What follows belongs to an exercise in optimizing a design on an open flow for a short achievable clock period and few clock cycles; a production flow would make more cautious choices.
Only simulation tests tie the RTL to the original design; equivalence was not proved.
Power and IR drop assume default switching activity.

==> v34 <==
Design JAM, start of the top module:
module JAM (
input CLK,
input RST,
output reg [2:0] W,
output reg [2:0] J,
input [6:0] Cost,
output [3:0] MatchCount,
output [9:0] MinCost,
output reg Valid );
reg [2:0] pos;
reg [7:0] rw, rw2;
reg [63:0] ef, ef2;
reg last;
wire [2:0] nW = (pos == 3'd7) ? W + 3'd1 : W;
wire [2:0] nP = pos + 3'd1;
integer q, w;
always @(posedge CLK) begin
  if (RST) begin
    W <= 3'd0; J <= 3'd0; pos <= 3'd0; last <= 1'b0; Valid <= 1'b0;
    rw <= 8'd1; rw2 <= 8'd0; ef2 <= 64'd0;
    for (w = 0; w < 8; w = w + 1) for (q = 0; q < 8; q = q + 1) ef[8*w+q] <= (w == 0);
  end else begin
    pos <= nP; W <= nW;
    if (pos != 3'd7) J <= J + 3'd1;
    last <= (W == 3'd7) && (pos == 3'd7);
    Valid <= last;
    rw <= 8'd1 << nW;
    for (w = 0; w < 8; w = w + 1) for (q = 0; q < 8; q = q + 1) ef[8*w+q] <= (nW == w) && (nP <= q);
    rw2 <= rw; ef2 <= ef;
  end
end
reg [9:0] vm_01; reg [3:0] vc_01;
reg [9:0] vm_02; reg [3:0] vc_02;
reg [9:0] vm_03; reg [3:0] vc_03;
reg [9:0] vm_04; reg [3:0] vc_04;
reg [9:0] vm_05; reg [3:0] vc_05;
reg [9:0] vm_06; reg [3:0] vc_06;
reg [9:0] vm_07; reg [3:0] vc_07;
reg [9:0] vm_08; reg [3:0] vc_08;
reg [9:0] vm_09; reg [3:0] vc_09;
reg [9:0] vm_0a; reg [3:0] vc_0a;
reg [9:0] vm_0b; reg [3:0] vc_0b;
reg [9:0] vm_0c; reg [3:0] vc_0c;
reg [9:0] vm_0d; reg [3:0] vc_0d;
reg [9:0] vm_0e; reg [3:0] vc_0e;
reg [8:0] vm_0f; reg [3:0] vc_0f;
reg [9:0] vm_10; reg [3:0] vc_10;
  ...
==> flow/config.mk <==
export PLATFORM = sky130hd
export DESIGN_NAME = JAM
export DESIGN_NICKNAME = JAM
export VERILOG_FILES = /design/flow/design.v
export SDC_FILE = /design/flow/constraint.sdc
export NUM_CORES = 4
export LEC_CHECK = 0
export CAP_MARGIN = 35
export CORE_MARGIN = 2
export CORE_UTILIZATION = 50
export SETUP_SLACK_MARGIN = 3.0
export SLEW_MARGIN = 20
export TNS_END_PERCENT = 5
==> flow/constraint.sdc <==
create_clock -name core_clock -period 5.5 [get_ports {CLK}]
set_input_delay 1.1000 -clock core_clock [delete_from_list [all_inputs] [get_ports {CLK}]]
set_output_delay 1.1000 -clock core_clock [all_outputs]
set_load 0.01 [all_outputs]
standard.sh (not shown) runs the stock make flow with config.mk's settings and CLKGATE_MAP_FILE= SYNTH_SCRIPT=/design/flow/synth_recipe.tcl, a recipe that flattens the netlist after the stock synthesis.
==> flow/flow/run.sh <==
#!/bin/bash
# The standard layout, except that the resizer may swap a cell for any cell of the same
# function (not only one with the same footprint). ORFS writes each step's log under orfs/logs/;
# make's own output goes to make.log here.
set -euo pipefail
bash standard.sh MATCH_CELL_FOOTPRINT=0 finish > make.log 2>&1
==> inputs of v16, as changes to v34 <==
==> flow/run.sh (new file) <==
#!/bin/bash
# synth_recipe.tcl (not shown) runs the flow's synth.tcl, then flattens the netlist and writes it again
# the make line also repeats each setting of config.mk as NAME=value (left out here)
make -C /OpenROAD-flow-scripts/flow DESIGN_CONFIG=/design/flow/config.mk WORK_HOME=/design/flow/orfs CLKGATE_MAP_FILE= SYNTH_SCRIPT=/design/flow/synth_recipe.tcl finish
- CORE_UTILIZATION: 50 -> 40
removed: flow/flow/run.sh
removed: flow/standard.sh
==> inputs of v7, as changes to v34 <==
==> flow/run.sh (new file) <==
#!/bin/bash
# synth_recipe.tcl (not shown) runs the flow's synth.tcl, then flattens the netlist and writes it again
# the make line also repeats each setting of config.mk as NAME=value (left out here)
make -C /OpenROAD-flow-scripts/flow DESIGN_CONFIG=/design/flow/config.mk WORK_HOME=/design/flow/orfs CLKGATE_MAP_FILE= SYNTH_SCRIPT=/design/flow/synth_recipe.tcl finish
- CORE_UTILIZATION: 50 -> 40
- SETUP_SLACK_MARGIN: 3.0 -> 3.3
removed: flow/flow/run.sh
removed: flow/standard.sh
==> comparison table <==
item	v16	v7	v34
Setup clock skew after layout	0.06656 ns	0.06319 ns	0.06175 ns
Largest net degree at the start of global routing	63	45	59
Run status	complete, no violations	complete, no violations	complete, no violations
Hold path endpoint	cc_94[3]	cc_21[0]	vc_a3[3]
Worst setup path end	vc_05[3]	cd_62[9]	vm_15[9]
Cells resized by post-CTS repair	391	323	186
P_clk	27.4 mW	26.9 mW	26.9 mW
Switching power summed over all nets	19.03 mW	18.82 mW	18.79 mW
Antenna violations before repair	106	154	139
Vert. Die Dim	638.3 microns	638.3 microns	571.3 microns
Number of DRC violations after detailed-routing iteration 0	13,620	14,920	14,470
Number of placement rows	232	232	208
DR vias	123,300	124,100	123,500
Gp weighted congestion	1.066	1.055	1.054
Clock transition at the registers of the reported paths	0.06 ns	0.07 ns	0.06 ns
Part of the power in combinational logic	0.130	0.132	0.133
Hold_sp	vc_c6[3]	vc_4a[0]	vc_47[3]
Die area	407,400 sq um	407,400 sq um	326,400 sq um
Via density per instance	5.558	5.593	5.816
Filler instances	36,880	36,840	27,630
Testbench counts of v34, summed over its fixed seeds: cycles 1,560.
Testbench counts of v16, summed over its fixed seeds: cycles 1,560.
Testbench counts of v7, summed over its fixed seeds: cycles 1,560.

[static timing again, ports no longer ideal]
How much do the figures lean on ideal ports? The routed layouts below were timed once more, with nothing changed but the port constraints.
Step 1, drivers: a clkbuf_16 drives CLK and a buf_2 each remaining input, both assumed.
Step 2 adds t to the input delays and takes it off the output delays; t is the mean of the earliest and latest rising clock arrival at the registers after step 1. Input paths then give back, and output paths get back, about the clock's delay inside the block.
Three values: no drivers, after step 1, after step 2; two values: the first two.
run	t, ns	setup slack, ns	slew at the worst register clock pin (ns)	worst data-port slew with drivers (ns)	cell pins on the clock port's net
v34	1.090	2.522 / 2.522 / 1.554	0.07 / 0.07	0.51	1
v16	1.090	2.660 / 2.615 / 1.526	0.07 / 0.07	0.35	1
v7	1.089	2.627 / 2.527 / 1.438	0.07 / 0.07	0.59	1
After both steps every run listed still meets setup and hold. For v7, which loses most, drivers alone change the setup slack by -0.100 ns; drivers and shift together by -1.189 ns.
